Background: an optimization exercise with open tools, aiming at small area. Do not read the settings as production practice.
At most, simulation tests tie the RTL to the original design; equivalence was not proved.

Setup of cedar:
// SR_full_top
module SR_full_top(input [13:0] ini,
                   input [13:0] inq,
                   input clk,
                   input reset,
                   input start,
                   output [9:0] out0,
                   output [9:0] out1,
                   output [3:0] classification_result,
                   output [23:0] regression_result,
                   output done,
                   output frame_end
    );
For scale: about 16000 cells after synthesis, ~4000 flip-flops, ~150000 µm² of cells after synthesis.
export LEC_CHECK = 0
export CAP_MARGIN = 20
export CORE_MARGIN = 2
export CORE_UTILIZATION = 55
export CTS_BUF_LIST = sky130_fd_sc_hd__clkbuf_8
export CTS_CLUSTER_DIAMETER = 100
export CTS_CLUSTER_SIZE = 15
export PLACE_DENSITY = 0.65
export SLEW_MARGIN = 20
create_clock -name core_clock -period 10.0 [get_ports {clk}]
standard.sh (not shown) runs the stock make flow with config.mk's settings and CLKGATE_MAP_FILE= SYNTH_SCRIPT=/design/flow/synth_recipe.tcl, a recipe that flattens the netlist after the stock synthesis.
==> flow/flow/run.sh <==
#!/bin/bash
# The standard layout (the standard.sh, all steps), except that the
# input and output ports are buffered with the smallest buffer cell.
export BUFFER_PORTS_ARGS="-buffer_cell sky130_fd_sc_hd__buf_1"
bash standard.sh > standard.log 2>&1
cedar: no failed stages, no open violations at the end
Here is what was changed in the inputs of xenon compared with cedar.
--- a/flow/design.v
+++ b/flow/design.v
@@ -200,13 +200,13 @@
     wire py58 = (py26 & py27) | (py56 & (py26 ^ py27));
     wire py59 = py28 ^ py29 ^ py58;
     wire py60 = (py28 & py29) | (py58 & (py28 ^ py29));
     wire py61 = py30 ^ py31 ^ py60;
     wire py62 = (py30 & py31) | (py60 & (py30 ^ py31));
     assign y0 = {py61, py59, py57, py55, py53, py51, py49, py47, py45, py43, py41, py39, py37, py35, py33};
-    localparam [NST-2:0] REGB = 11'b10010101010;
+    localparam [NST-2:0] REGB = 11'b10010101011;
     reg [14:0] xr0;
     reg [13:0] rr0;
     reg [NST+1:0] dr0;    
     always @(posedge i_clk) begin
         xr0 <= x0;
         rr0 <= y0[13:0];      
@@ -230,13 +230,13 @@
                 assign xa[i] = xq[i-1]; assign ra[i] = rq[i-1]; assign da[i] = dq[i-1];
             end else begin : sc
                 assign xa[i] = xb[i-1]; assign ra[i] = rb[i-1]; assign da[i] = db[i-1];
             end
             assign ma[i] = ~(da[i][NST-1-i] ^ da[i][NST-i]);
         end
-        cordic_iter #(.S(i+1), .FAST(1), .CSEL(i <= 2)) u_it(.x(xa[i]), .r(ra[i]), .m(ma[i]), .neg(da[i][NST-1-i]),
+        cordic_iter #(.S(i+1), .FAST(i >= 2), .CSEL(i == 2)) u_it(.x(xa[i]), .r(ra[i]), .m(ma[i]), .neg(da[i][NST-1-i]),
                                     .xo(xb[i]), .ro(rb[i]), .nego(gb[i]));
         if (i < NST-1) begin : dn
             assign db[i] = da[i] | ({{(NST+1){1'b0}}, gb[i]} << (NST-2-i));
             if (REGB[i]) begin : rg
                 always @(posedge i_clk) begin
                     xq[i] <= xb[i];
@@ -799,13 +799,13 @@
     cordic_rtop cordic(.i_clk(clk), .i_xval(ini), .i_yval(inq), .o_mag(mag_c), .o_phase(arg_c));
     reg [9:0] mag, arg;
     always @(posedge clk) begin
         mag <= mag_c;
         arg <= arg_c;
     end
-    wire clr = (q == 8'd241);
+    wire clr = (q == 8'd242);
     wire inc_abs, inc_arg;
     SR_chain #(.PH(0)) hist_abs(.clk(clk), .clr(clr), .code(mag), .inc(inc_abs));
     SR_chain #(.PH(1)) hist_arg(.clk(clk), .clr(clr), .code(arg), .inc(inc_arg));
     wire [6:0] c_arg, c_abs;
     DBSCAN_ARG cnt_arg(.clk(clk), .clr(clr), .inc(inc_arg), .load(q == 8'd1), .count(c_arg), .out(out0));
     DBSCAN_ARG cnt_abs(.clk(clk), .clr(clr), .inc(inc_abs), .load(q == 8'd1), .count(c_abs), .out(out1));
==> run summary <==
Looking at fraction of area in registers, xenon sits above cedar.
xenon did not stop at any stage, and its layout met the timing, DRC and antenna checks.
Number of cells on the critical path sits higher in xenon than in cedar.
On xenon: synthesis-to-finish area growth is 0.17 points lower than what cedar gave.
On net count reported at finish, cedar tracks xenon almost exactly.
Per the comparison of xenon with cedar, wire length on met1 stayed essentially flat; global routing met2 resource utilization rose by 0.19 points; wire length of the first global-routing pass stayed essentially flat; layout sequential cell count rose by 33.
Where worst setup slack is concerned, cedar is outperformed by xenon.
The core box area of xenon is higher than that of cedar.
cedar and xenon ended up with nearly the same final cell count without fillers.
Height of the chip across cedar and xenon: no real change.
The final reports for xenon and cedar show worst reg2reg path depth higher in the former.

========
## lane 1
SR_full_top, a different RTL version from the one above (not shown whole).
For scale: ~17000 cells after synthesis, ~4200 flip-flops, ~81 I/O pins, ~0.16 mm2 of cells after synthesis.
==> module SR_chain, before the edit <==
module SR_chain #(parameter PH = 0) (
    input  wire       clk,
    input  wire       clr,
    input  wire [9:0] code,
    output wire       inc
);
    function automatic reachable(input integer v);
        begin
            if (PH == 0) reachable = 1'b1;
            else reachable = (v <= 721) || v == 725 || v == 739 || v == 1004 ||
                             v == 1018 || v == 1022 || v == 1023;
        end
    endfunction
    wire [3:0]  qs  = 4'd1 << code[9:8];
    wire [15:0] row = 16'd1 << code[7:4];
    wire [15:0] col = 16'd1 << code[3:0];
    wire [1023:0] t;
    genvar q, r, c;
    generate for (q = 0; q < 4; q = q + 1) begin : qu
        wire [15:0] rq = row & {16{qs[q]}};
        wire [15:0] cq = col & {16{qs[q]}};
        for (r = 0; r < 16; r = r + 1) begin : rw
            for (c = 0; c < 16; c = c + 1) begin : cl
                localparam integer V = q*256 + r*16 + c;
                if (reachable(V)) begin : e
                    reg s1, s2;
                    wire hit = rq[r] & cq[c];
                    always @(posedge clk) begin
                        s1 <= hit | (s1 & ~clr);
                        s2 <= (s2 | (hit & s1)) & ~clr;
                    end
                    assign t[V] = hit & s1 & ~s2;
                end else begin : n
                    assign t[V] = 1'b0;
                end
            end
        end
    end endgenerate
    assign inc = |t;
endmodule
==> module mlp_24bit_scalable, before the edit <==
module mlp_24bit_scalable (
    input  wire        clk,
    input  wire [7:0]  q,
    input  wire [6:0]  c0,
    input  wire [6:0]  c1,
    output wire [3:0]  classification_result,
    output wire [23:0] regression_result
);
    localparam W0 = 12, W1 = 11, W2 = 15;    
    wire hid  = (q >= 8'd31) & (q <= 8'd37);
    wire hid0 = (q == 8'd31);
    wire xfer = (q == 8'd38);
    reg [3:0] b;       
    reg [3:0] k;       
    wire bl = (b == 4'd13);
    always @(posedge clk) begin
        b <= (xfer | bl) ? 4'd0 : b + 4'd1;
        k <= xfer ? 4'd0 : k + {3'd0, bl};
    end
    wire have = (b == 4'd0) & (q >= 8'd53);     
    wire [2:0] cs = q[2:0] + 3'd1;
    wire cb0 = c0[cs];
    wire cb1 = c1[cs];
    reg [13:0] h0, h1, h2;
    localparam [38*16-1:0] VROM = 608'b11111100011101011111011110000010011100111111000111010111110111100000100111001111111011011011111001000100000111000011100001000001111110111101000000111101101100000110101111101000001111111100101110110010011101110010000100000001111111000110101000111010110100111111001110111111111010011111000111011111110100111111111110011010000110011011111001111000000000010100100000010100000001011010111010100101100000000000000000001101001101010111011100000001000111111101110011111111010101000001101100111101110101111111110110001000100000101110101100011111110110000010100000100110001001101100000001100111011111100011000001000000;
    wire [37:0] vk = VROM[k*38 +: 38];
    wire [W0-1:0] v0 = vk[11:0];
    wire [W1-1:0] v1 = vk[22:12];
    wire [W2-1:0] v2 = vk[37:23];
    reg [W0-1:0] d0; reg [W1-1:0] d1; reg [W2-1:0] d2;
    always @* begin
        if (hid) begin
            case ({cb1, cb0})
            2'b00: begin d0 = 0;   d1 = 0;   d2 = 0;   end
            2'b01: begin d0 = 50;  d1 = -10; d2 = -72; end
            2'b10: begin d0 = -22; d1 = 95;  d2 = 98;  end
            default: begin d0 = 28; d1 = 85; d2 = 26; end
            endcase
        end else begin
            d0 = h0[0] ? v0 : {W0{1'b0}};
            d1 = h1[0] ? v1 : {W1{1'b0}};
            d2 = h2[0] ? v2 : {W2{1'b0}};
        end
    end
    wire first = hid ? hid0 : (b == 4'd0);
    wire [W0-1:0] i0 = hid ? -12'sd1110 : 12'd0;
    wire [W1-1:0] i1 = hid ? -11'sd380 : 11'd0;
    wire [W2-1:0] i2 = hid ? 15'sd2010 : 15'd0;
    reg [W0-1:0] A0; reg [6:0] L0;
    reg [W1-1:0] A1; reg [6:0] L1;
    reg [W2-1:0] A2; reg [6:0] L2;
    wire [W0:0] s0; wire [W1:0] s1; wire [W2:0] s2;
    mlp_radd #(W0) ad0(.a(first ? i0 : A0), .b(d0), .s(s0));
    mlp_radd #(W1) ad1(.a(first ? i1 : A1), .b(d1), .s(s1));
    mlp_radd #(W2) ad2(.a(first ? i2 : A2), .b(d2), .s(s2));
    always @(posedge clk) begin
        A0 <= s0[W0:1]; L0 <= {s0[0], L0[6:1]};
        A1 <= s1[W1:1]; L1 <= {s1[0], L1[6:1]};
        A2 <= s2[W2:1]; L2 <= {s2[0], L2[6:1]};
    end
    wire [W0+6:0] f0 = {A0, L0};
    wire [W1+6:0] f1 = {A1, L1};
    wire [W2+6:0] f2 = {A2, L2};
    always @(posedge clk) begin
        h0 <= xfer ? (f0[W0+6] ? 14'd0 : f0[13:0]) : {h0[0], h0[13:1]};
        h1 <= xfer ? (f1[W1+6] ? 14'd0 : f1[13:0]) : {h1[0], h1[13:1]};
        h2 <= xfer ? (f2[W2+6] ? 14'd0 : f2[13:0]) : {h2[0], h2[13:1]};
    end
    localparam [16*16-1:0] OBROM = 256'b1110011110010110111101110011000111111111011110110000100010100101000001100011111100001110101010010000101101110110111111110110011011101110110100101111101010101111000001010011101100000011101001010000100000000010000100010111010011111011010010001110011110010110;
    wire [15:0] obk = OBROM[k*16 +: 16];
    wire [22:0] e0 = {{(23-W0-7){f0[W0+6]}}, f0};
    wire [22:0] e1 = {{(23-W1-7){f1[W1+6]}}, f1};
    wire [22:0] e2 = {{(23-W2-7){f2[W2+6]}}, f2};
    wire [22:0] e3 = {{7{obk[15]}}, obk};
    wire [22:0] p1 = e0 ^ e1 ^ e2;
    wire [22:0] g1 = {(e0[21:0] & e1[21:0]) | (e2[21:0] & (e0[21:0] ^ e1[21:0])), 1'b0};
    wire [22:0] p2 = p1 ^ g1 ^ e3;
    wire [22:0] g2 = {(p1[21:0] & g1[21:0]) | (e3[21:0] & (p1[21:0] ^ g1[21:0])), 1'b0};
    wire [23:0] ok;
    mlp_radd #(23) ads(.a(p2), .b(g2), .s(ok));
    reg [15:0] okr;
    reg        fits;
    reg        cmpv;      
    always @(posedge clk) begin
        okr <= ok[15:0];
        fits <= (ok[22:15] == 8'h00) | (ok[22:15] == 8'hff);
        cmpv <= have;
    end
    reg [15:0] maxv;
    reg [3:0] maxi;
    reg [15:0] reg0;
    wire [15:0] ma = {~maxv[15], maxv[14:0]};
    wire [15:0] ob = {okr[15], ~okr[14:0]};
    wire [16:0] cc;
    assign cc[0] = 1'b1;
    genvar j;
    generate for (j = 0; j < 16; j = j + 1) begin : cmp
        assign cc[j+1] = (ma[j] & ob[j]) | (cc[j] & (ma[j] | ob[j]));
    end endgenerate
    wire gt = fits & ~cc[16];
    always @(posedge clk) begin
        if (cmpv) begin
            if (k == 4'd1) begin
                maxv <= okr; maxi <= 4'd0; reg0 <= okr;
            end else if (gt) begin
                maxv <= okr; maxi <= k - 4'd1;
            end
        end
    end
    assign classification_result = maxi;
    assign regression_result = {{8{reg0[15]}}, reg0};
endmodule
clock: 10.0 ns
lec_check: 0
cap_margin: 20
core_margin: 2
core_utilization: 40
cts_buf_list: sky130_fd_sc_hd__clkbuf_8
cts_cluster_diameter: 100
cts_cluster_size: 12
place_density: 0.5
slew_margin: 20
run.sh (not shown) runs the stock make flow with config.mk's settings and CLKGATE_MAP_FILE= SYNTH_SCRIPT=/design/flow/synth_recipe.tcl, a recipe that flattens the netlist after the stock synthesis.
Stock flow here: none of the scripts above is used.
Setup changes, lane 1 to lane 2
diff --git a/flow/design.v b/flow/design.v
--- a/flow/design.v
+++ b/flow/design.v
@@ -10,32 +10,26 @@
             if (PH == 0) reachable = 1'b1;
             else reachable = (v <= 721) || v == 725 || v == 739 || v == 1004 ||
                              v == 1018 || v == 1022 || v == 1023;
         end
     endfunction
-    wire [3:0]  qs  = 4'd1 << code[9:8];
-    wire [15:0] row = 16'd1 << code[7:4];
-    wire [15:0] col = 16'd1 << code[3:0];
+    wire [31:0] row = 32'd1 << code[9:5];
+    wire [31:0] col = 32'd1 << code[4:0];
     wire [1023:0] t;
-    genvar q, r, c;
-    generate for (q = 0; q < 4; q = q + 1) begin : qu
-        wire [15:0] rq = row & {16{qs[q]}};
-        wire [15:0] cq = col & {16{qs[q]}};
-        for (r = 0; r < 16; r = r + 1) begin : rw
-            for (c = 0; c < 16; c = c + 1) begin : cl
-                localparam integer V = q*256 + r*16 + c;
-                if (reachable(V)) begin : e
-                    reg s1, s2;
-                    wire hit = rq[r] & cq[c];
-                    always @(posedge clk) begin
-                        s1 <= hit | (s1 & ~clr);
-                        s2 <= (s2 | (hit & s1)) & ~clr;
-                    end
-                    assign t[V] = hit & s1 & ~s2;
-                end else begin : n
-                    assign t[V] = 1'b0;
+    genvar r, c;
+    generate for (r = 0; r < 32; r = r + 1) begin : rw
+        for (c = 0; c < 32; c = c + 1) begin : cl
+            if (reachable(r*32+c)) begin : e
+                reg s1, s2;
+                wire hit = row[r] & col[c];
+                always @(posedge clk) begin
+                    s1 <= hit | (s1 & ~clr);
+                    s2 <= (s2 | (hit & s1)) & ~clr;
                 end
+                assign t[r*32+c] = hit & s1 & ~s2;
+            end else begin : n
+                assign t[r*32+c] = 1'b0;
             end
         end
     end endgenerate
     assign inc = |t;
 endmodule
@@ -244,36 +238,29 @@
     wire [22:0] g1 = {(e0[21:0] & e1[21:0]) | (e2[21:0] & (e0[21:0] ^ e1[21:0])), 1'b0};
     wire [22:0] p2 = p1 ^ g1 ^ e3;
     wire [22:0] g2 = {(p1[21:0] & g1[21:0]) | (e3[21:0] & (p1[21:0] ^ g1[21:0])), 1'b0};
     wire [23:0] ok;
     mlp_radd #(23) ads(.a(p2), .b(g2), .s(ok));
-    reg [15:0] okr;
-    reg        fits;
-    reg        cmpv;      
-    always @(posedge clk) begin
-        okr <= ok[15:0];
-        fits <= (ok[22:15] == 8'h00) | (ok[22:15] == 8'hff);
-        cmpv <= have;
-    end
     reg [15:0] maxv;
     reg [3:0] maxi;
     reg [15:0] reg0;
+    wire fits = (ok[22:15] == 8'h00) | (ok[22:15] == 8'hff);
     wire [15:0] ma = {~maxv[15], maxv[14:0]};
-    wire [15:0] ob = {okr[15], ~okr[14:0]};
+    wire [15:0] ob = {ok[15], ~ok[14:0]};
     wire [16:0] cc;
     assign cc[0] = 1'b1;
     genvar j;
     generate for (j = 0; j < 16; j = j + 1) begin : cmp
         assign cc[j+1] = (ma[j] & ob[j]) | (cc[j] & (ma[j] | ob[j]));
     end endgenerate
     wire gt = fits & ~cc[16];
     always @(posedge clk) begin
-        if (cmpv) begin
+        if (have) begin
             if (k == 4'd1) begin
-                maxv <= okr; maxi <= 4'd0; reg0 <= okr;
+                maxv <= ok[15:0]; maxi <= 4'd0; reg0 <= ok[15:0];
             end else if (gt) begin
-                maxv <= okr; maxi <= k - 4'd1;
+                maxv <= ok[15:0]; maxi <= k - 4'd1;
             end
         end
     end
     assign classification_result = maxi;
     assign regression_result = {{8{reg0[15]}}, reg0};
==> comparison <==
- In lane 2 the implementation completed, yet the final layout does not meet the checks, the culprit being setup timing.
- Changes observed in lane 2 relative to lane 1: total via count in the routed design lost 7.2%, final cell count now smaller, fraction of met3 tracks used by global routing went down, initial antenna violation count lost about 38%.
- Comparing lane 2 and lane 1, the higher depth of the worst register-to-register path was measured on lane 2.
- Relative to lane 1, the routability-driven placement congestion ratio measured on lane 2 has decreased by more than 10%.
- Between lane 1 and lane 2, the horizontal extent of the die figures differ only marginally.
- Fraction of area in registers in lane 2 is 0.75 points above lane 1.
Function was not checked in any run of this note: the RTL went through the layout flow alone.

-- port drivers added, routing unchanged --
In the flow no input, the clock included, has a driving cell. The finished layouts below were timed again as built, in two steps.
Step 1 assumes that a clkbuf_16 drives the clock port and a buf_2 every other input.
Step 2 also shifts input and output timing later by t, the mid clock arrival at the registers, as if the neighbouring blocks saw the same clock.
Slacks: ideal ports / drivers / drivers and shift; pairs: ideal ports / drivers.
run	shift t [ns]	slack for setup (ns)	hold WS [ns]
cedar	1.151	0.177 / 0.177 / 0.177	0.326 / 0.326 / 0.326
xenon	1.161	0.354 / 0.354 / 0.354	0.304 / 0.304 / 0.304
lane 1	1.300	0.111 / 0.111 / 0.111	0.269 / 0.269 / 0.269
lane 2	1.247	-0.245 / -0.245 / -0.245	0.310 / 0.310 / 0.310
